What follows belongs to an exercise in optimizing a design on an open flow for small area; a production flow would make more cautious choices.
Function was checked by simulation only, so behaviour that the tests miss may differ from the original.
No activity file was given, so power comes from the tool's default toggle rates.

File: flow/config.mk
export PLATFORM = sky130hd
export DESIGN_NAME = Motor
export DESIGN_NICKNAME = Motor
export VERILOG_FILES = /design/flow/design.v
export SDC_FILE = /design/flow/constraint.sdc
export NUM_CORES = 4
export LEC_CHECK = 0
export CAP_MARGIN = 20
export CORE_MARGIN = 2
export CORE_UTILIZATION = 40
export SLEW_MARGIN = 20
File: flow/design.v
`timescale 1ns / 1ps
module CurrentSensor(input clk1,
input rst,
input KS_Circuit_out,
input KS_Circuit_outer,
	input btn,
	input indusensor,
	input indie,
	input turner,
	input superturner,
	input indusoff,
   output IN_1,
	output IN_2,
	output IN_3,
	output IN_4,
	output reg rotation,
	output reg tune
	);
	reg  temp_IN1;
	reg  temp_IN2;
	reg  temp_IN3;
	reg  temp_IN4;
	reg  [15:0] x;
	reg  flag;
	reg  jaja;
	reg  [17:0] jeje;
	reg  flaga;
	reg  figi;
	reg  [9:0] counter;
	reg  [15:0] conte;
	localparam [15:0] X_0 = 16'h0001, X_50000 = 16'h7b11;
	localparam [17:0] J_0 = 18'h00001, J_1 = 18'h00002, J_250000 = 18'h16385;
	localparam [9:0]  C_0 = 10'h001, C_1000 = 10'h3ac;
	localparam [15:0] K_0 = 16'h0001, K_45000 = 16'h38c2;
	wire [15:0] x_inc     = {x[14:0], x[15]^x[14]^x[12]^x[3]};
	wire [17:0] jeje_inc  = {jeje[16:0], jeje[17]^jeje[10]};
	wire [9:0]  cnt_inc   = {counter[8:0], counter[9]^counter[6]};
	wire [15:0] conte_inc = {conte[14:0], conte[15]^conte[14]^conte[12]^conte[3]};
  assign IN_2=temp_IN2;
  assign IN_1=temp_IN1;
  assign IN_3=temp_IN3;
  assign IN_4=temp_IN4;
always @ (posedge clk1)
if (rst) begin
	x<=X_0;
	flag<=0;
	flaga<=0;
	jaja<=0;
	jeje<=J_0;
	figi<=0;
	temp_IN1<=0;
	temp_IN2<=0;
	temp_IN3<=0;
	temp_IN4<=1;
	conte<=K_0;
	rotation<=0;
	tune<=0;
	counter<=C_0;
end else begin
	if (!KS_Circuit_out && !KS_Circuit_outer)
		flag<=0;
	else if (conte==K_45000) begin
		flag<=1;
		conte<=K_0;
	end else begin
		flag<=0;
		conte<=conte_inc;
	end
	if (!indusensor && !indie)
		figi<=0;
	else if (counter==C_1000) begin
		counter<=C_0;
		figi<=!indusoff;
	end else begin
		figi<=0;
		counter<=cnt_inc;
	end
	if (figi) begin
		jaja<=1;
		jeje<=J_1;
	end else if (!jaja)
		jeje<=J_0;
	if (!jaja) begin
		if (flag) begin
			if (x!=X_50000) begin
				temp_IN1<=1;
				temp_IN2<=1;
				temp_IN4<=1;
				temp_IN3<=1;
				x<=x_inc;
				flag<=1;
			end
		end else begin
			x<=X_0;
			if (!turner) begin
				temp_IN1<=1;
				temp_IN2<=0;
				temp_IN4<=1;
				temp_IN3<=0;
				tune<=0;
			end else if (!superturner) begin
				temp_IN1<=0;
				temp_IN2<=1;
				temp_IN4<=1;
				temp_IN3<=0;
			end else begin
				temp_IN1<=1;
				temp_IN2<=0;
				temp_IN4<=0;
				temp_IN3<=1;
			end
		end
	end else begin
		if (jeje==J_1)
			flaga<=1;
		else if (jeje==J_250000)
			flaga<=0;
		if (flaga) begin
			temp_IN1<=1;
			temp_IN2<=1;
			temp_IN4<=1;
			temp_IN3<=1;
			jeje<=jeje_inc;
		end else begin
			flaga<=1;
			jeje<=J_1;
		end
	end
	if (btn) begin
		jaja<=0;
		jeje<=J_0;
		tune<=1;
		rotation<=1;
	end else
		rotation<=0;
end
endmodule
`timescale 1ns / 1ps
module Frequency_Counter(
	input clk4,
	input rst,
	input freq,
	input freq1,
	input ang_a,
	input [4:0] ang_j,
	input rotation,
	output LED1,
	output LED2,
	output LED3,
	output LED4,
	output LED5,
	output LED6,
	output LED7,
	output LED8,
	output RED,
	output BLUE,
	output GREEN,
	output PWMout_L,
	output PWMout_R,
	output reg holder,
	output reg lock_a,
	output reg [4:0] lock_j,
	output reg turner,
	output reg superturner,
	output reg indusoff
	);
	reg tempLED1, tempLED2, tempLED3, tempLED4;
	reg tempLED5, tempLED6, tempLED7, tempLED8;
	reg currentvalue;
	reg prevalue;
	reg [15:0] count;
	reg flag;
	reg [2:0] count9, count10, count11, count12;
	reg [2:0] count99, count100, count110, count120;
	reg currentvalue1;
	reg prevalue1;
	reg [15:0] count1;
	reg flag1;
	reg [3:0] count9k, count10k, count11k, count12k;
	reg [1:0] count99k, count100k, count110k, count120k;
	reg [3:0] ref_cnt;
	reg [16:0] refer;       
	localparam [16:0] RF_TOP = 17'h00001, RF_0 = 17'h1f979;
	wire [16:0] refer_dec = {refer[15:0], refer[16]^refer[13]};
	reg [1:0] wsel;
	reg tempPWM_L;
	reg tempPWM_R;
	reg [15:0] counter;
	reg flaga;
	reg [5:0] dly_q;        
	reg [12:0] dly_r;       
	reg stopfreq;
	reg [5:0] timer;
	reg speedo;
	reg [2:0] countRED;
	reg [2:0] countBLUE;
	reg [2:0] countGREEN;
	reg tempRED;
	reg tempBLUE;
	reg tempGREEN;
	reg [17:0] countLED;    
	localparam [17:0] CL_TOP = 18'h00001, CL_0 = 18'h16385;
	wire [17:0] countLED_dec = {countLED[16:0], countLED[17]^countLED[10]};
	reg [8:0] spot;
	assign LED1=tempLED1;
	assign LED2=tempLED2;
	assign LED3=tempLED3;
	assign LED4=tempLED4;
	assign LED5=tempLED5;
	assign LED6=tempLED6;
	assign LED7=tempLED7;
	assign LED8=tempLED8;
	assign PWMout_L=tempPWM_L;
	assign PWMout_R=tempPWM_R;
	assign RED=tempRED;
	assign GREEN=tempGREEN;
	assign BLUE=tempBLUE;
	localparam [5:0] T_0=0, T_11111=2, T_22222=4, T_33333=6, T_44444=8, T_55556=11, T_66667=13, T_77778=15, T_88889=17, T_90000=18, T_95000=19, T_100000=20, T_110000=22, T_120000=24, T_130000=26, T_140000=28, T_150000=30, T_160000=32, T_180000=36;
	reg rlt;
	always @* begin
		case (timer)
			T_11111: rlt = (dly_r < 13'd1111);
			T_22222: rlt = (dly_r < 13'd2222);
			T_33333: rlt = (dly_r < 13'd3333);
			T_44444: rlt = (dly_r < 13'd4444);
			T_55556: rlt = (dly_r < 13'd556);
			T_66667: rlt = (dly_r < 13'd1667);
			T_77778: rlt = (dly_r < 13'd2778);
			T_88889: rlt = (dly_r < 13'd3889);
			default: rlt = 1'b0;
		endcase
	end
	wire run = (dly_q < timer) || (dly_q == timer && rlt);
	reg [4:0] cls;
	always @* begin
		if (ang_a) begin
			if (ang_j>=5'd3 && ang_j<=5'd21) cls = ang_j - 5'd3;
			else cls = 5'd31;
		end else begin
			if (ang_j<=5'd3) cls = 5'd0;
			else if (ang_j==5'd13) cls = 5'd9;
			else if (ang_j==5'd22) cls = 5'd18;
			else cls = 5'd31;
		end
	end
	reg [5:0] t1, t0;
	always @* begin
		case (cls)
			5'd0:  begin t1=T_90000;  t0=T_100000; end
			5'd1:  begin t1=T_90000;  t0=T_88889;  end
			5'd2:  begin t1=T_90000;  t0=T_77778;  end
			5'd3:  begin t1=T_120000; t0=T_66667;  end
			5'd4:  begin t1=T_130000; t0=T_55556;  end
			5'd5:  begin t1=T_140000; t0=T_44444;  end
			5'd6:  begin t1=T_150000; t0=T_33333;  end
			5'd7:  begin t1=T_160000; t0=T_22222;  end
			5'd8:  begin t1=T_180000; t0=T_11111;  end
			5'd9:  begin t1=T_180000; t0=T_90000;  end
			5'd10: begin t1=T_140000; t0=T_11111;  end
			5'd11: begin t1=T_130000; t0=T_22222;  end
			5'd12: begin t1=T_120000; t0=T_33333;  end
			5'd13: begin t1=T_110000; t0=T_44444;  end
			5'd14: begin t1=T_100000; t0=T_55556;  end
			5'd15: begin t1=T_95000;  t0=T_66667;  end
			5'd16: begin t1=T_90000;  t0=T_77778;  end
			5'd17: begin t1=T_90000;  t0=T_88889;  end
			default: begin t1=T_90000; t0=T_100000; end
		endcase
	end
	wire twoway = (cls<=5'd2) || (cls>=5'd16 && cls<=5'd18);
	wire hit1 = run && (timer==t1);
	wire hit0 = run && (timer==t0);
	wire act = tempLED5 | tempLED6 | tempLED7 | tempLED8 | flaga;
	wire stopfreq1 = flaga;
	wire valid = cls!=5'd31;
	wire c9 = cls==5'd9;
	wire oneway = valid && !twoway && !c9;
	wire done = flaga && valid && !run;                  
	wire go = flaga && valid && run && (oneway || hit1 || hit0);   
	reg [1:0] go_wsel;
	reg go_turner, go_super;
	always @* begin
		go_turner = 1'b1;
		if (oneway) begin
			go_wsel = (cls<=5'd8) ? 2'd2 : 2'd1;
			go_super = cls<=5'd8;
		end else case (cls)
			5'd9:  begin go_wsel = hit1 ? 2'd1 : 2'd3; go_turner = hit1; go_super = hit1; end
			5'd16: begin go_wsel = hit1 ? 2'd2 : 2'd1; go_super = hit1; end
			5'd17: begin go_wsel = hit1 ? 2'd2 : 2'd1; go_super = ~hit1; end
			5'd18: begin go_wsel = hit1 ? 2'd2 : 2'd1; go_super = 1'b0; end
			default: begin go_wsel = hit1 ? 2'd1 : 2'd2; go_super = ~hit1; end   
		endcase
	end
	always @ (posedge clk4)
	if (rst) begin
		wsel<=0;
		tempPWM_L<=0;
		tempPWM_R<=0;
		tempLED1<=0;
		tempLED2<=0;
		tempLED3<=0;
		tempLED4<=0;
		tempLED5<=0;
		tempLED6<=0;
		tempLED7<=0;
		tempLED8<=0;
		currentvalue<=0;
		prevalue<=0;
		count<=0;
		flag<=1;
		flaga<=0;
		ref_cnt<=0;
		refer<=RF_0;
		count9<=0;
		count10<=0;
		count11<=0;
		count12<=0;
		count99<=0;
		count100<=0;
		count110<=0;
		count120<=0;
		currentvalue1<=0;
		prevalue1<=0;
		count1<=0;
		flag1<=1;
		count9k<=0;
		count10k<=0;
		count11k<=0;
		count12k<=0;
		count99k<=0;
		count100k<=0;
		count110k<=0;
		count120k<=0;
		begin dly_q<=0; dly_r<=0; end
		counter<=0;
		stopfreq<=0;
		lock_a<=0;
		lock_j<=0;
		speedo<=0;
		timer<=T_0;
		countRED<=0;
		countBLUE<=0;
		countGREEN<=0;
		countLED<=CL_0;
		tempRED<=0;
		tempGREEN<=0;
		tempBLUE<=0;
		spot<=0;
		holder<=0;
		turner<=0;
		superturner<=0;
		indusoff<=0;
	end else begin
		currentvalue <= freq & ~stopfreq;
		if (freq1)
			currentvalue1 <= ~stopfreq1;
		else if (!freq)
			currentvalue1 <= 0;
		prevalue <= currentvalue;
		flag <= ~(prevalue & ~currentvalue);
		if (!flag) begin
			count <= 0;
			if (count>16'd5559) begin
				{tempLED1,tempLED2,tempLED3,tempLED4} <= 4'b0000;
			end else if (count>16'd5552) begin
				{tempLED1,tempLED2,tempLED3,tempLED4} <= 4'b1000;
				count9<=count9+1'b1;
			end else if (count>16'd5003) begin
				{tempLED1,tempLED2,tempLED3,tempLED4} <= 4'b0000;
			end else if (count>16'd4998) begin
				{tempLED1,tempLED2,tempLED3,tempLED4} <= 4'b1100;
				count10<=count10+1'b1;
			end else if (count>16'd4548) begin
				{tempLED1,tempLED2,tempLED3,tempLED4} <= 4'b0000;
			end else if (count>16'd4543) begin
				{tempLED1,tempLED2,tempLED3,tempLED4} <= 4'b1110;
				count11<=count11+1'b1;
			end else if (count>16'd4168) begin
				{tempLED1,tempLED2,tempLED3,tempLED4} <= 4'b0000;
			end else if (count>16'd3845) begin
				{tempLED1,tempLED2,tempLED3,tempLED4} <= 4'b1111;
				count12<=count12+1'b1;
			end else begin
				{tempLED1,tempLED2,tempLED3,tempLED4} <= 4'b0000;
			end
		end else
			count <= count+1'b1;
		if (count9[2]) begin    
			count99<=count99+1'b1;
			count9<=0;
			ref_cnt<=ref_cnt+1'b1;
		end else if (count10[2]) begin    
			count100<=count100+1'b1;
			count10<=0;
			ref_cnt<=ref_cnt+1'b1;
		end else if (count11[2]) begin    
			count110<=count110+1'b1;
			count11<=0;
			ref_cnt<=ref_cnt+1'b1;
		end else if (count12[2]) begin    
			count120<=count120+1'b1;
			count12<=0;
			ref_cnt<=ref_cnt+1'b1;
		end
		if (ref_cnt==4'd5) begin
			refer<=RF_TOP;
			ref_cnt<=0;
		end
		if (refer!=RF_0) begin
			refer<=refer_dec;
			if ((count99>count100)&&(count99>count110)&&(count99>count120)) begin
				tempLED5<=1;
				speedo<=0;
				countBLUE<=countBLUE+1'b1;
				spot<=spot+1'b1;
			end else if ((count100>count99)&&(count100>count110)&&(count100>count120)) begin
				tempLED6<=1;
				speedo<=0;
				countRED<=countRED+1'b1;
				spot<=spot+1'b1;
			end else if ((count110>count99)&&(count110>count100)&&(count110>count120)) begin
				tempLED7<=1;
				speedo<=0;
				countGREEN<=countGREEN+1'b1;
				spot<=spot+1'b1;
			end else if ((count120>count99)&&(count120>count110)&&(count120>count100)) begin
				tempLED8<=1;
				speedo<=0;
			end else if ((count99k>count100k)&&(count99k>count110k)&&(count99k>count120k)) begin
				speedo<=1;
				tempLED5<=1;
			end else if ((count100k>count99k)&&(count100k>count110k)&&(count100k>count120k)) begin
				tempLED6<=1;
				speedo<=1;
			end else if ((count110k>count99k)&&(count110k>count100k)&&(count110k>count120k)) begin
				tempLED7<=1;
				speedo<=1;
			end else if ((count120k>count99k)&&(count120k>count110k)&&(count120k>count100k)) begin
				tempLED8<=1;
				speedo<=1;
			end
		end else begin
			count99<=0;
			count100<=0;
			count110<=0;
			count120<=0;
			count99k<=0;
			count100k<=0;
			count110k<=0;
			count120k<=0;
			tempLED5<=0;
			tempLED6<=0;
			tempLED7<=0;
			tempLED8<=0;
		end
		prevalue1 <= currentvalue1;
		flag1 <= ~(prevalue1 & ~currentvalue1);
		if (!currentvalue1 && !prevalue1)
			count1 <= 0;
		if (!flag1) begin
			if (count1>16'd5559) begin
				{tempLED1,tempLED2,tempLED3,tempLED4} <= 4'b0000;
				count <= 0;
			end else if (count1>16'd5552) begin
				{tempLED1,tempLED2,tempLED3,tempLED4} <= 4'b1000;
				count1<=0;
				count9k<=count9k+1'b1;
			end else if (count1>16'd5003) begin
				{tempLED1,tempLED2,tempLED3,tempLED4} <= 4'b0000;
				count1<=0;
			end else if (count1>16'd4998) begin
				{tempLED1,tempLED2,tempLED3,tempLED4} <= 4'b1100;
				count1<=0;
				count10k<=count10k+1'b1;
			end else if (count1>16'd4548) begin
				{tempLED1,tempLED2,tempLED3,tempLED4} <= 4'b0000;
				count1<=0;
			end else if (count1>16'd4543) begin
				{tempLED1,tempLED2,tempLED3,tempLED4} <= 4'b1110;
				count1<=0;
				count11k<=count11k+1'b1;
			end else if (count1>16'd4168) begin
				{tempLED1,tempLED2,tempLED3,tempLED4} <= 4'b0000;
				count1<=0;
			end else if (count1>16'd3845) begin
				{tempLED1,tempLED2,tempLED3,tempLED4} <= 4'b1111;
				count1<=0;
				count12k<=count12k+1'b1;
			end else begin
				{tempLED1,tempLED2,tempLED3,tempLED4} <= 4'b0000;
				count1<=0;
			end
		end else
			count1 <= count1+1'b1;
		if (count9k[3] && count9k[1]) begin    
			count99k<=count99k+1'b1;
			count9k<=0;
			ref_cnt<=ref_cnt+1'b1;
		end else if (count10k[3] && count10k[1]) begin    
			count100k<=count100k+1'b1;
			count10k<=0;
			ref_cnt<=ref_cnt+1'b1;
		end else if (count11k[3] && count11k[1]) begin    
			count110k<=count110k+1'b1;
			count11k<=0;
			ref_cnt<=ref_cnt+1'b1;
		end else if (count12k[3] && count12k[1]) begin    
			count120k<=count120k+1'b1;
			count12k<=0;
			ref_cnt<=ref_cnt+1'b1;
		end
		if (rotation) begin
			tempLED5<=1;
			speedo<=1;
		end
		counter<=counter+1'b1;
		case (wsel)
			2'd1: begin tempPWM_L <= counter<16'd50000; tempPWM_R <= counter<16'd63000; end
			2'd2: begin tempPWM_L <= counter<16'd63000; tempPWM_R <= counter<16'd50000; end
			2'd3: begin tempPWM_L <= counter<16'd36000; tempPWM_R <= counter<16'd36000; end
			default: begin tempPWM_L <= 0; tempPWM_R <= 0; end
		endcase
		flaga <= flaga ? ~done : act;
		stopfreq <= flaga ? ~(done | (go & c9 & ~hit1)) : act;
		holder <= flaga & ~(done & c9);
		if (flaga && valid)
			timer <= speedo ? t1 : t0;
		if (go) begin
			if (&{dly_r[12], dly_r[9:7], dly_r[2:0]}) begin    
				dly_q<=dly_q+1'b1;
				dly_r<=0;
			end else
				dly_r<=dly_r+1'b1;
		end else if (done || rotation) begin
			dly_q<=0;
			dly_r<=0;
		end
		if (go) begin
			lock_a<=ang_a;
			lock_j<=ang_j;
		end else if (done && !c9) begin
			lock_a<=1;
			lock_j<=5'd12;
		end
		if (go && c9 && hit1)
			indusoff<=1;
		else if (done && c9)
			indusoff<=0;
		if (!flaga) begin
			wsel<=0;
			turner<=0;
			superturner<=0;
		end else if (done) begin
			turner<=0;
			superturner<=0;
		end else if (go) begin
			wsel<=go_wsel;
			if (!(cls==5'd18 && hit1)) begin
				turner<=go_turner;
				superturner<=go_super;
			end
		end
		if (spot==9'd100)
			countLED<=CL_TOP;
		if (countLED!=CL_0) begin
			countLED<=countLED_dec;
			if ((countRED>countGREEN)&&(countRED>countBLUE)) begin
				tempRED<=1;
				tempGREEN<=0;
				tempBLUE<=0;
			end else if ((countBLUE>countRED)&&(countBLUE>countGREEN)) begin
				tempRED<=0;
				tempGREEN<=0;
				tempBLUE<=1;
			end else if ((countGREEN>countRED)&&(countGREEN>countBLUE)) begin
				tempRED<=0;
				tempGREEN<=1;
				tempBLUE<=0;
			end
		end else if (count==0) begin
			tempRED<=0;
			tempGREEN<=0;
			tempBLUE<=0;
			countRED<=0;
			countGREEN<=0;
			countBLUE<=0;
			spot<=0;
		end
	end
endmodule
`timescale 1ns / 1ps
module Servo_Motor_PWM(
input clk3,
input rst,
input holder,
input tune,
input lock_a,
input [4:0] lock_j,
output PWM_servo,
output reg ang_a,
output reg [4:0] ang_j
	 );
	reg [7:0] cnt_m;    
	reg [12:0] cnt_r;   
	reg r_lo;
	reg PWM;
	reg [14:0] val;     
	localparam [12:0] R_0 = 13'h0001, R_406 = 13'h0bb3, R_5665 = 13'h0eec, R_5777 = 13'h128d;
	localparam [14:0] V_0 = 15'h0001, V_30000 = 15'h2fd5;
	wire [12:0] r_inc = {cnt_r[11:0], cnt_r[12]^cnt_r[3]^cnt_r[2]^cnt_r[0]};
	wire [14:0] v_inc = {val[13:0], val[14]^val[13]};
	reg flag;
	assign PWM_servo = PWM;
	always @ (posedge clk3)
	if (rst) begin
		ang_a<=1;
		ang_j<=5'd3;
		val<=V_0;
		flag<=1;
		cnt_m<=0;
		cnt_r<=R_0;
		r_lo<=1;
		PWM<=0;
	end else begin
		if (&{cnt_m[7], cnt_m[5], cnt_m[3:2], cnt_m[0]} && cnt_r==R_406) begin    
			cnt_m<=0;
			cnt_r<=R_0;
			r_lo<=1;
		end else if (cnt_r==R_5777) begin
			cnt_m<=cnt_m+1'b1;
			cnt_r<=R_0;
			r_lo<=1;
		end else begin
			cnt_r<=r_inc;
			if (cnt_r==R_5665)
				r_lo<=0;
		end
		if (ang_a ? (ang_j==5'd21) : (ang_j==5'd22))
			flag<=0;
		else if (ang_a ? (ang_j==5'd3) : (ang_j<=5'd3))
			flag<=1;
		if (holder || tune || val==V_30000)
			val<=V_0;
		else
			val<=v_inc;
		if (tune) begin
			ang_a<=1;
			ang_j<=5'd12;
		end else if (holder) begin
			ang_a<=lock_a;
			ang_j<=lock_j;
		end else if (val==V_30000) begin
			if (flag)
				ang_j<=ang_j+1'b1;
			else begin
				ang_a<=1;
				ang_j<=5'd3;
			end
		end
		PWM <= (cnt_m < {3'b000, ang_j}) ||
		       (ang_a && cnt_m == {3'b000, ang_j} && r_lo);
	end
endmodule
`timescale 1ns / 1ps
module Motor(
	input clk,
	input rst,
	input KS_Circuit_out1,
	input KS_Circuit_out2,
	input btn3,
	input freq1,
	input freq,
	input indus,
	input indie,
	output PWM_out_L,
	output PWM_out_R,
	output GREEN,
	output RED,
	output BLUE,
	output IN1,
	output IN2,
	output IN3,
	output IN4,
	output servo,
	output LD1,
	output LD2,
	output LD3,
	output LD4,
	output LD5,
	output LD6,
	output LD7,
	output LD8
	);
wire ang_a;
wire [4:0] ang_j;
wire hold;
wire lock_a;
wire [4:0] lock_j;
wire turner;
wire superturner;
wire rotation;
wire indusoff;
wire tune;
CurrentSensor inst(.clk1(clk), .rst(rst), .KS_Circuit_out(KS_Circuit_out1), .KS_Circuit_outer(KS_Circuit_out2), .btn(btn3), .indusensor(indus), .indie(indie), .turner(turner), .superturner(superturner), .indusoff(indusoff), .IN_1(IN1), .IN_2(IN2), .IN_3(IN3), .IN_4(IN4), .rotation(rotation), .tune(tune));
Servo_Motor_PWM inst2(.clk3(clk), .rst(rst), .holder(hold), .tune(tune), .lock_a(lock_a), .lock_j(lock_j), .PWM_servo(servo), .ang_a(ang_a), .ang_j(ang_j));
Frequency_Counter inst3(.clk4(clk), .rst(rst), .freq(freq), .freq1(freq1), .ang_a(ang_a), .ang_j(ang_j), .rotation(rotation), .LED1(LD1), .LED2(LD2), .LED3(LD3), .LED4(LD4), .LED5(LD5), .LED6(LD6), .LED7(LD7), .LED8(LD8), .RED(RED), .BLUE(BLUE), .GREEN(GREEN), .PWMout_L(PWM_out_L), .PWMout_R(PWM_out_R), .holder(hold), .lock_a(lock_a), .lock_j(lock_j), .turner(turner), .superturner(superturner), .indusoff(indusoff));
endmodule
File: flow/flow/run.sh
#!/bin/bash
# The standard layout (standard.sh: standard synthesis, floorplan, place,
# CTS, route, finish) with two arguments changed: the port buffers are buf_1
# cells, and clock tree synthesis uses clkbuf_8 buffers, sink clusters of at
# most 20 flip-flops within 60 um, and no dummy loads. make's full output goes
# to make_finish.log; ORFS keeps each step's own log under orfs/logs/.
set -euo pipefail
bash standard.sh \
  "BUFFER_PORTS_ARGS=-buffer_cell sky130_fd_sc_hd__buf_1" \
  "CTS_ARGS=-sink_clustering_enable -repair_clock_nets -dont_use_dummy_load -buf_list sky130_fd_sc_hd__clkbuf_8 -sink_clustering_size 20 -sink_clustering_max_diameter 60" \
  finish > make_finish.log 2>&1
File: flow/standard.sh
#!/bin/bash
# synth_recipe.tcl (not shown) runs the flow's synth.tcl, then flattens the netlist and writes it again
# the make line also repeats each setting of config.mk as NAME=value (left out here)
make -C /OpenROAD-flow-scripts/flow DESIGN_CONFIG=/design/flow/config.mk WORK_HOME=/design/flow/orfs CLKGATE_MAP_FILE= SYNTH_SCRIPT=/design/flow/synth_recipe.tcl "${@:-finish}"
File: flow/constraint.sdc
create_clock -name core_clock -period 10.0 [get_ports {clk}]
set_input_delay 2.0000 -clock core_clock [delete_from_list [all_inputs] [get_ports {clk}]]
set_output_delay 2.0000 -clock core_clock [all_outputs]
set_load 0.01 [all_outputs]
==> run summary, run 1 <==
global-route wire length before repair 63700 um; Clock Sinks 327; Ys Warns 3; nets 2097; final hold vios 0; Die H 209 um; Die Wd 209 um; most frequent cell after synthesis dfxtp_1; GRT Util Overall 17.1%; vias 13800; share of cells above drive strength 1 4.27%; Starting Density 40.3%; slowest stage cell, crit path dfxtp_1; area grow syn2layout 4.85%; worst skew pair latency 0.63 ns; Syn Area/Cell 8.25 um2; Root Buffer clkbuf_8; Detailed Routing Iterations Pass 1 5; Buffers on Ports 26; register area share after synthesis 38.9%; vias per inst 5.47; syn nets 2142; FF-to-FF path depth 15; H-tree lvl count 1; asr flop ratio synth 0%; post-route insts no fill 2531; post-CTS setup buffers 0; fin crit period 5.09 ns; full die area 43700 um2; r2r endpoint inst3.dly_q[0]; largest net degree at the start of global routing 114; final WL 38200 um; worst path required time 10.53 ns; commonest cells in the netlist dfxtp_1, nor2_1, nand2_1, a21oi_1, ha_1; Crit Path Class reg -> reg; # IOs 27; HPWL Detailed 27000 um; CP Max Fanout 16; status complete, no violations; Critical Path Sink Type flop; Rel. slew slack 31.4%; TritonCTS clock tree done; peak supply drop 0.111 mV; gpl congestion 0.929; hold_sp inst3.prevalue; DR iter-0 viols 866; cell repeated most along the worst path ha_1; count of cell types in the netlist 87; Max-Cap Viols 0; Setup Skew 0.0494 ns; Worst-path clk slew 0.10 ns; Worst Tran Pin Value 1.03 ns; PwrDens 136 nW/um2; Worst R2R Setup Slack 4.91 ns; EDFF count, synth 0; period utilization 50.9%; Final setup viols 0; max incr delay on CP 0.65 ns; crit start category flop; worst flop-to-flop path startpoint inst2.ang_j[0]; fmax 196 MHz; initial antenna violation count 0; fin. max-slew vios 0; number of global-route vias before repair 13100; core area 41800 um2; Residual DRC 0; Final TNS setup 0 ns; Mapped Cells 2039; Max clock buf depth 3; Hold WC Path Type reg -> reg; top post-synthesis cells by area dfxtp_1, ha_1, nor2_1, nand2_1, a21oi_1; cell area after synthesis 16800 um2; RSZ-0062 raised after global routing no; dpl cells 2501; WHS Path Cells 1; critical-path cell list ha_1, o21ba_4, a21oi_1, o211ai_1, inv_1, ha_1, a21boi_0, mux2i_1, o21ai_0, xnor2_1, o2111ai_1, o21ai_2, nand2_2, nor4_1, mux2_2; TritonCTS Buffers 30; ant diodes 0; WL/cell 15.1 um; post_cts resized 0; commonest register cell after synthesis dfxtp_1; Yosys reg bits 327; worst path arrival time 5.62 ns; row count 75; Antenna Nets Post-Route 0; Hold Buf Count CTS 0; GR Overflow Total 0; top cell type by total area after synthesis dfxtp_1; FILL cells 4141; Pleak 0.00658 uW; Hold Path Sink inst3.flag; post-synth top area share 38.9%
## worst max path at each step
stage                    from        endpoint  depth (start not counted)
4_1_cts        inst2.ang_j[1]  inst3.dly_q[0]                         15
5_1_grt        inst2.ang_j[1]  inst3.dly_r[6]                         15
3_5_place_dp   inst2.ang_j[1]  inst3.dly_q[0]                         15
2_1_floorplan  inst2.ang_j[1]  inst3.dly_q[2]                         16
6_report       inst2.ang_j[0]  inst3.dly_q[0]                         15
3_3_place_gp   inst2.ang_j[1]  inst3.dly_r[5]                         15
## sequential cells by signal (all words and copies together), names as in the netlist, 5 cells and up
name / cells
inst.conte: 16
inst.counter: 10
inst.jeje: 18
inst.x: 16
inst2.ang_j: 5
inst2.cnt_m: 8
inst2.cnt_r: 13
inst2.val: 15
inst3.count: 16
inst3.count1: 16
inst3.countLED: 18
inst3.counter: 16
inst3.dly_q: 6
inst3.dly_r: 13
inst3.lock_j: 5
inst3.refer: 17
inst3.spot: 9
inst3.timer: 6
## metal layers
layer / up-vias / global-route usage [%] / routed length, um
li1: 7050 / - / -
met1: 6438 / 22.6 / 18100
met2: 271 / 28.9 / 17400
met3: 77 / 2.48 / 1580
met4: 0 / 5.22 / 1100
met5: - / 0 / 0
## logic make-up (layout without fill, tap and decap cells)
family,count (synthesis),after routing,share of synthesized area (%)
buffers and inverters,198,151,4.59
AOI/OAI and AO/OA,406,406,16.0
adders and majority gates,94,94,6.99
xor gates and xnor gates,94,94,4.89
muxes,25,25,1.53
and+or+nand+nor,895,895,27.1
DFF,327,327,38.9
## worst max-delay path, delay by kind of cell, from the launching register on
| kind | cells | cell delay, ns |
|---|---|---|
| AOI/OAI and AO/OA | 7 | 2.16 |
| DFF | 1 | 0.65 |
| buffers and inverters | 1 | 0.22 |
| muxes | 2 | 0.42 |
| adders and majority gates | 2 | 0.61 |
| xor gates and xnor gates | 1 | 0.16 |
| and+or+nand+nor | 2 | 0.80 |
## where the power goes
part           internal, uW  switching [uW]
clock network           265             423
logic                   128             222
registers              1330            37.6
total                  1720             683
## cell usage in the layout, fill, tap and decap left out, types with 6 or more instances in the layout
master and n:
buf_1 25, nand3_1 81, and3_1 26, a311oi_1 9, nor4bb_1 6, xor2_1 44, a21o_1 20, ha_1 94
or3_1 24, nor4b_1 14, or2_2 14, nand2_1 188, nand3b_1 13, dfxtp_1 327, a31oi_1 14, nor3_1 64
clkbuf_8 30, a211o_1 15, a211oi_1 11, nand2b_1 23, xnor2_1 50, a22o_1 7, nor3b_1 12, a21oi_1 124
o41ai_1 8, o211ai_1 10, mux2i_1 19, mux2_2 6, inv_1 91, and2_1 61, nor2b_1 39, a21boi_0 7
nor2_1 237, nor4_1 21, o21a_1 16, a22oi_1 19, a221oi_1 9, nand4_1 34, o21ai_0 72
## area by class of cell
class                           instances  area [um2]  area share, %
Multi-Input combinational cell       1514        9530           54.0
Inverter                               92         345           1.96
Clock buffer                           30         413           2.34
Timing Repair Buffer                   29         136          0.773
Sequential cell                       327        6550           37.1
Tap cell                              539         674           3.82
## per-stage QoR
step                hold slack (ns)  instance area (um2)  util [%]  power (uW)  worst slack, ns
floorplan                     0.343                16800         -        1660             5.90
global placement              0.347                17200      41.2        1740             5.17
detailed placement            0.357                17200      41.2        1740             5.00
CTS                           0.381                17600      42.2        2440             4.96
global route                  0.404                17600      42.3        2530             4.63
finish                        0.377                17600      42.3        2410             4.91
==> inputs of run 2 (changes only) <==
--- a/flow/flow/run.sh
+++ b/flow/flow/run.sh
@@ -9,3 +9,3 @@
   "BUFFER_PORTS_ARGS=-buffer_cell sky130_fd_sc_hd__buf_1" \
-  "CTS_ARGS=-sink_clustering_enable -repair_clock_nets -dont_use_dummy_load -buf_list sky130_fd_sc_hd__clkbuf_8 -sink_clustering_size 20 -sink_clustering_max_diameter 60" \
+  "CTS_ARGS=-sink_clustering_enable -repair_clock_nets -dont_use_dummy_load -buf_list sky130_fd_sc_hd__clkbuf_4 -sink_clustering_size 8 -sink_clustering_max_diameter 40" \
   finish > make_finish.log 2>&1
==> run summary, run 2 <==
status complete, no violations; final WL 38400 um; TritonCTS Buffers 57; GRT Util Overall 17.4%; internal power 1720 uW; PwrDens 137 nW/um2; HPWL Detailed 27000 um; count of cell types in the netlist 87; critical-path cell list ha_1, o21ba_4, a21oi_1, o211ai_1, inv_1, ha_1, a21boi_0, mux2i_1, o21ai_0, xnor2_1, o2111ai_1, o21ai_2, nand2_2, nor4_1, mux2_2; top flop regs inst.jeje: 18 flops, inst3.countLED: 18 flops, inst3.refer: 17 flops; full die area 43700 um2; worst skew pair latency 0.77 ns; Rel. slew slack 31.3%; post-layout util 42.3%; FF/Latch Area 6550 um2; # IOs 27; cell repeated most along the worst path ha_1; post_cts resized 0; Crit Path Class reg -> reg; FILL cells 4154; Ys Warns 3; nets 2124; Die Wd 209 um; Hold Buf Count CTS 0; NetSw 700 uW; CP Max Fanout 16; Syn Area/Cell 8.25 um2; slowest stage cell, crit path dfxtp_1; Clock Sinks 327; fmax 195 MHz; core area 41800 um2; most frequent cell after synthesis dfxtp_1; Crit path max-delay family compound AO/OA/AOI/OAI gates; post-CTS setup buffers 0; global-route wire length before repair 64200 um; Mapped Cells 2039; area grow syn2layout 4.98%; initial antenna violation count 2; Root Buffer clkbuf_4; period utilization 51.4%; Pleak 0.00663 uW; crit start category flop; area of the multi-input gates 9530 um2; max incr delay on CP 0.65 ns; Yosys reg bits 327; Critical path buffers and inverters 1; peak supply drop 0.0728 mV; DR iter-0 viols 851; Critical Path Sink Type flop; vias per inst 5.44; most common cell after layout, fill and taps aside dfxtp_1; H-tree lvl count 2; Final TNS setup 0 ns; WL/cell 15.0 um; Flop pwr share 56.6%; worst path arrival time 5.81 ns; final hold vios 0; Max-Cap Viols 0; cell area after synthesis 16800 um2; Buffers on Ports 26; post-synth top area share 38.9%; TritonCTS clock tree done; top cell type by total area after synthesis dfxtp_1; Detailed Routing Iterations Pass 1 5; Gate power share 14.4%; Final setup viols 0; Hold WC Path Type reg -> reg; Clk pwr share 29.0%; Antenna Nets Post-Route 0; Max clock buf depth 3; syn nets 2142; commonest non-fill, non-tap cells in the layout dfxtp_1, nor2_1, nand2_1, a21oi_1, ha_1; asr flop ratio synth 0%; fin crit period 5.14 ns; top post-synthesis cells by area dfxtp_1, ha_1, nor2_1, nand2_1, a21oi_1; fin. max-slew vios 0; Worst-path clk slew 0.09 ns; Worst Tran Pin Value 1.03 ns; share of cells above drive strength 1 5.55%; number of global-route vias before repair 13300; commonest register cell after synthesis dfxtp_1; GR Overflow Total 0; Die H 209 um; row count 75; EDFF count, synth 0; largest net degree at the start of global routing 114; register area share after synthesis 38.9%; commonest cells in the netlist dfxtp_1, nor2_1, nand2_1, a21oi_1, ha_1; Setup Skew 0.0711 ns; worst path required time 10.66 ns; RSZ-0062 raised after global routing no; vias 13900; Net Sw Frac 29.0%; Residual DRC 0; Starting Density 40.3%; gpl congestion 0.929
[run 2: worst paths after layout]
path	from	end	slack (ns)	cells past startpoint
worst min-delay path	inst3.prevalue	inst3.flag	0.37	1
worst max-delay path	inst2.ang_j[0]	inst3.dly_q[0]	4.86	15
worst max register to register	inst2.ang_j[0]	inst3.dly_q[0]	4.86	15
worst min register to register	inst3.prevalue	inst3.flag	0.37	1
[run 2: kinds of logic (layout without fill, tap and decap cells)]
group	count (synthesis)	count (layout)	synth area share, %
multiplexers	25	25	1.53
flip-flops	327	327	38.9
buffers and inverters	198	178	4.59
AO/OA/AOI/OAI	406	406	16.0
adder cells (fa/ha/maj)	94	94	6.99
AND/OR/NAND/NOR	895	895	27.1
other	0	3	0
XOR/XNOR	94	94	4.89
[run 2: power by group through the flow]
stage               clock, uW  sequential, uW  combinational (uW)
finish                    701            1370                 349
global route              796            1370                 385
CTS                       744            1370                 345
detailed placement          0            1400                 343
global placement            0            1400                 345
floorplan                   0            1380                 283
[run 2: metal layers]
metal	part of all wire, %	GRT usage, %
met3	4.9	3.38
met4	2.7	6.50
met5	0	0
met2	45	28.8
met1	47	22.5
[run 2: area by class of cell]
cell class / count / share of cell area [%]
multi-input combinational: 1514 / 53.9
clock buffer: 57 / 2.42
sequential: 327 / 37.1
tap: 539 / 3.82
timing repair buffer: 29 / 0.772
antenna: 3 / 0.0425
inverter: 92 / 1.95
[run 2: per-stage QoR]
| step | setup WS, ns | instance area, um2 | cells | hold WS, ns | total power, uW |
|---|---|---|---|---|---|
| after global routing | 4.60 | 17700 | 2561 | 0.385 | 2550 |
| after CTS | 4.94 | 17600 | 2558 | 0.377 | 2460 |
| final | 4.86 | 17700 | 2561 | 0.373 | 2420 |
| after global placement | 5.17 | 17200 | 2501 | 0.347 | 1740 |
| after detailed placement | 5.00 | 17200 | 2501 | 0.357 | 1740 |
| after floorplan | 5.90 | 16800 | 2039 | 0.343 | 1660 |
==> inputs of run 3 (changes only) <==
--- a/flow/design.v
+++ b/flow/design.v
@@ -166,3 +166,3 @@
 	);
-	reg tempLED1, tempLED2, tempLED3, tempLED4;
+	reg [2:0] lvl;
 	reg tempLED5, tempLED6, tempLED7, tempLED8;
@@ -179,3 +179,3 @@
 	reg [3:0] count9k, count10k, count11k, count12k;
-	reg [1:0] count99k, count100k, count110k, count120k;
+	reg [2:0] count99k, count100k, count110k, count120k;
 	reg [3:0] ref_cnt;
@@ -204,6 +204,6 @@
 	reg [8:0] spot;
-	assign LED1=tempLED1;
-	assign LED2=tempLED2;
-	assign LED3=tempLED3;
-	assign LED4=tempLED4;
+	assign LED1=lvl!=3'd0;
+	assign LED2=lvl[2] | lvl[1];
+	assign LED3=lvl[2] | (lvl[1] & lvl[0]);
+	assign LED4=lvl[2];
 	assign LED5=tempLED5;
@@ -299,6 +299,3 @@
 		tempPWM_R<=0;
-		tempLED1<=0;
-		tempLED2<=0;
-		tempLED3<=0;
-		tempLED4<=0;
+		lvl<=0;
 		tempLED5<=0;
@@ -364,23 +361,23 @@
 			if (count>16'd5559) begin
-				{tempLED1,tempLED2,tempLED3,tempLED4} <= 4'b0000;
+				lvl <= 3'd0;
 			end else if (count>16'd5552) begin
-				{tempLED1,tempLED2,tempLED3,tempLED4} <= 4'b1000;
+				lvl <= 3'd1;
 				count9<=count9+1'b1;
 			end else if (count>16'd5003) begin
-				{tempLED1,tempLED2,tempLED3,tempLED4} <= 4'b0000;
+				lvl <= 3'd0;
 			end else if (count>16'd4998) begin
-				{tempLED1,tempLED2,tempLED3,tempLED4} <= 4'b1100;
+				lvl <= 3'd2;
 				count10<=count10+1'b1;
 			end else if (count>16'd4548) begin
-				{tempLED1,tempLED2,tempLED3,tempLED4} <= 4'b0000;
+				lvl <= 3'd0;
 			end else if (count>16'd4543) begin
-				{tempLED1,tempLED2,tempLED3,tempLED4} <= 4'b1110;
+				lvl <= 3'd3;
 				count11<=count11+1'b1;
 			end else if (count>16'd4168) begin
-				{tempLED1,tempLED2,tempLED3,tempLED4} <= 4'b0000;
+				lvl <= 3'd0;
 			end else if (count>16'd3845) begin
-				{tempLED1,tempLED2,tempLED3,tempLED4} <= 4'b1111;
+				lvl <= 3'd4;
 				count12<=count12+1'b1;
 			end else begin
-				{tempLED1,tempLED2,tempLED3,tempLED4} <= 4'b0000;
+				lvl <= 3'd0;
 			end
@@ -462,6 +459,6 @@
 			if (count1>16'd5559) begin
-				{tempLED1,tempLED2,tempLED3,tempLED4} <= 4'b0000;
+				lvl <= 3'd0;
 				count <= 0;
 			end else if (count1>16'd5552) begin
-				{tempLED1,tempLED2,tempLED3,tempLED4} <= 4'b1000;
+				lvl <= 3'd1;
 				count1<=0;
@@ -469,6 +466,6 @@
 			end else if (count1>16'd5003) begin
-				{tempLED1,tempLED2,tempLED3,tempLED4} <= 4'b0000;
+				lvl <= 3'd0;
 				count1<=0;
 			end else if (count1>16'd4998) begin
-				{tempLED1,tempLED2,tempLED3,tempLED4} <= 4'b1100;
+				lvl <= 3'd2;
 				count1<=0;
@@ -476,6 +473,6 @@
 			end else if (count1>16'd4548) begin
-				{tempLED1,tempLED2,tempLED3,tempLED4} <= 4'b0000;
+				lvl <= 3'd0;
 				count1<=0;
 			end else if (count1>16'd4543) begin
-				{tempLED1,tempLED2,tempLED3,tempLED4} <= 4'b1110;
+				lvl <= 3'd3;
 				count1<=0;
@@ -483,6 +480,6 @@
 			end else if (count1>16'd4168) begin
-				{tempLED1,tempLED2,tempLED3,tempLED4} <= 4'b0000;
+				lvl <= 3'd0;
 				count1<=0;
 			end else if (count1>16'd3845) begin
-				{tempLED1,tempLED2,tempLED3,tempLED4} <= 4'b1111;
+				lvl <= 3'd4;
 				count1<=0;
@@ -490,3 +487,3 @@
 			end else begin
-				{tempLED1,tempLED2,tempLED3,tempLED4} <= 4'b0000;
+				lvl <= 3'd0;
 				count1<=0;
--- a/flow/flow/run.sh
+++ b/flow/flow/run.sh
@@ -3,4 +3,4 @@
 # CTS, route, finish) with two arguments changed: the port buffers are buf_1
-# cells, and clock tree synthesis uses clkbuf_8 buffers, sink clusters of at
-# most 20 flip-flops within 60 um, and no dummy loads. make's full output goes
+# cells, and clock tree synthesis uses clkbuf_4 buffers, sink clusters of at
+# most 8 flip-flops within 40 um, and no dummy loads. make's full output goes
 # to make_finish.log; ORFS keeps each step's own log under orfs/logs/.
==> run summary, run 3 <==
Residual DRC 0; DP Worst Slack 5.08 ns; final hold vios 0; post_cts resized 0; crit start category flop; WL/cell 14.7 um; GR Overflow Total 0; commonest register cell after synthesis dfxtp_1; top post-synthesis cells by area dfxtp_1, ha_1, nor2_1, nand2_1, a21oi_1; most frequent cell after synthesis dfxtp_1; TritonCTS Buffers 56; fin crit period 5.05 ns; Max clock buf depth 3; Worst-path clk slew 0.09 ns; row count 75; area of the multi-input gates 9500 um2; Hold WC Path Type reg -> reg; fin. max-slew vios 0; WHS 0.393 ns; vias 14000; GR Util met2 26.9%; TritonCTS clock tree done; placed cell area 17300 um2; Setup Skew 0.0939 ns; asr flop ratio synth 0%; dpl cells 2503; Clock Sinks 330; final WL 37700 um; period utilization 50.5%; number of global-route vias before repair 13000; cell area after synthesis 16900 um2; peak supply drop 0.0822 mV; Mapped Cells 2037; crit path from inst2.ang_j[1]; core area 41800 um2; Syn Area/Cell 8.28 um2; share of cells above drive strength 1 5.25%; Crit Path Class reg -> reg; worst path required time 10.69 ns; Starting Density 40.4%; fmax 198 MHz; full die area 43800 um2; FILL cells 4167; Worst Tran Pin Value 1.03 ns; register area share after synthesis 39.2%; Rel. slew slack 30.7%; worst skew pair latency 0.81 ns; DR iter-0 viols 871; post-route insts no fill 2561; worst flop-to-flop path startpoint inst2.ang_j[1]; gr busiest metal met2; Pleak 0.00661 uW; GRT Util Overall 17.2%; largest net degree at the start of global routing 57; Detailed Routing Iterations Pass 1 5; Buffers on Ports 26; CP Max Fanout 15; commonest non-fill, non-tap cells in the layout dfxtp_1, nor2_1, nand2_1, a21oi_1, ha_1; syn nets 2150; EDFF count, synth 0; RSZ-0062 raised after global routing no; post-route cell area 17700 um2; Worst R2R Setup Slack 4.95 ns; fin worst setup slack 4.95 ns; M1 GR Usage 23.8%; Final TNS setup 0 ns; HPWL Detailed 26200 um; top flop regs inst.jeje: 18 flops, inst3.countLED: 18 flops, inst3.refer: 17 flops; Max-Cap Viols 0; most common cell after layout, fill and taps aside dfxtp_1; Critical Path Sink Type flop; WHS Path Cells 1; hold_sp inst3.prevalue; nets 2135; vias per inst 5.47; FF/Latch Area 6610 um2; Yosys reg bits 330; # IOs 27; FF-to-FF path depth 17; worst path arrival time 5.74 ns; post-CTS setup buffers 0; global-route wire length before repair 63600 um; top cell type by total area after synthesis dfxtp_1; commonest cells in the netlist dfxtp_1, nor2_1, nand2_1, a21oi_1, ha_1; Die Wd 209 um; area grow syn2layout 4.83%; post-synth top area share 39.2%; Root Buffer clkbuf_4; count of cell types in the netlist 87; Final setup viols 0; H-tree lvl count 2; Antenna Nets Post-Route 0; Die H 209 um; initial antenna violation count 2; Ys Warns 3; GRT met3 Usage 3.29%; status complete, no violations; PwrDens 141 nW/um2; gpl congestion 0.907; Hold Buf Count CTS 0
[run 3: cell count changes in the layout (fill, tap and decap cells not counted), sizes merged, moves of 7 or more]
cell,change
a211o,-12
a211oi,+13
and2,-26
and3,+18
ha,+10
inv,-8
nand2,+18
nand3,+10
nor2,-19
o21a,-10
xnor2,+7
[run 3: area by class of cell]
| cell class | count | share of cell area (%) |
|---|---|---|
| Multi-Input combinational cell | 1515 | 53.7 |
| Timing Repair Buffer | 35 | 0.955 |
| Antenna cell | 2 | 0.0283 |
| Tap cell | 539 | 3.81 |
| Inverter | 84 | 1.78 |
| Sequential cell | 330 | 37.3 |
| Clock buffer | 56 | 2.38 |
[run 3: worst paths after layout]
kind	to
max	inst3.dly_q[4]
min reg2reg	inst3.flag
min	inst3.flag
max reg2reg	inst3.dly_q[4]
[run 3: through the flow]
| stage | total power (uW) | utilization, % |
|---|---|---|
| global route | 2630 | 42.4 |
| CTS | 2530 | 42.3 |
| detailed placement | 1810 | 41.3 |
| global placement | 1810 | 41.3 |
| floorplan | 1730 | - |
| finish | 2490 | 42.4 |
[run 3: kinds of logic (layout without fill, tap and decap cells)]
family	count (synthesis)	after routing	synth area share, %
xor gates and xnor gates	102	102	5.29
DFF	330	330	39.2
and+or+nand+nor	895	895	26.7
AOI/OAI and AO/OA	390	390	15.1
muxes	24	24	1.45
adders and majority gates	104	104	7.71
buffers and inverters	192	175	4.60
other	0	2	0
[run 3: power by group]
part | total, uW | internal [uW] | switching, uW
combinational | 399 | 145 | 254
clock | 699 | 254 | 445
sequential | 1390 | 1350 | 41.8
total | 2490 | 1750 | 741
[run 3: worst max-delay path, cell delays in order (launching register included)]
cell	delay [ns]
dfxtp_1	0.56
inv_1	0.13
ha_1	0.23
o21ba_2	0.28
a21oi_1	0.09
o21ai_0	0.45
nand2_1	0.25
inv_1	0.21
ha_1	0.31
inv_1	0.10
o311ai_1	0.28
o311a_1	0.21
o2111ai_1	0.16
nor4_4	0.46
a311o_2	0.28
nand2_2	0.21
or4_1	0.57
a21oi_1	0.15
[run 3: per-layer routing]
layer  vias to the layer above  routed length (um)
li1                       7136                   -
met1                      6527               18800
met2                       283               16300
met3                        61                1670
met4                         0                 905
met5                         -                   0

[re-timing with driven ports]
The results above use ideal ports. As a check the final layouts listed here were re-extracted and re-timed, cells and wires unchanged. Step 1: set_driving_cell puts a clkbuf_16 on clk and a buf_2 on each other input, an assumption about the parent block. Step 2, shift: input delay + t, output delay - t, t = (earliest + latest rising clock arrival at the registers) / 2. This alone moves slack from input paths to output paths. Three values: no drivers, after step 1, after step 2; two values: the first two.
run	shift t [ns]	setup WS [ns]	latest minus earliest clock arrival (ns)	worst slew at a driven data input, ns	cell pins on the clock port's net
run 1	0.661	4.906 / 4.906 / 4.906	0.052 / 0.052	0.04	1
run 2	0.788	4.859 / 4.859 / 4.859	0.074 / 0.074	0.04	1
run 3	0.805	4.951 / 4.951 / 4.951	0.097 / 0.096	0.04	1
After both steps every run listed still meets setup and hold.
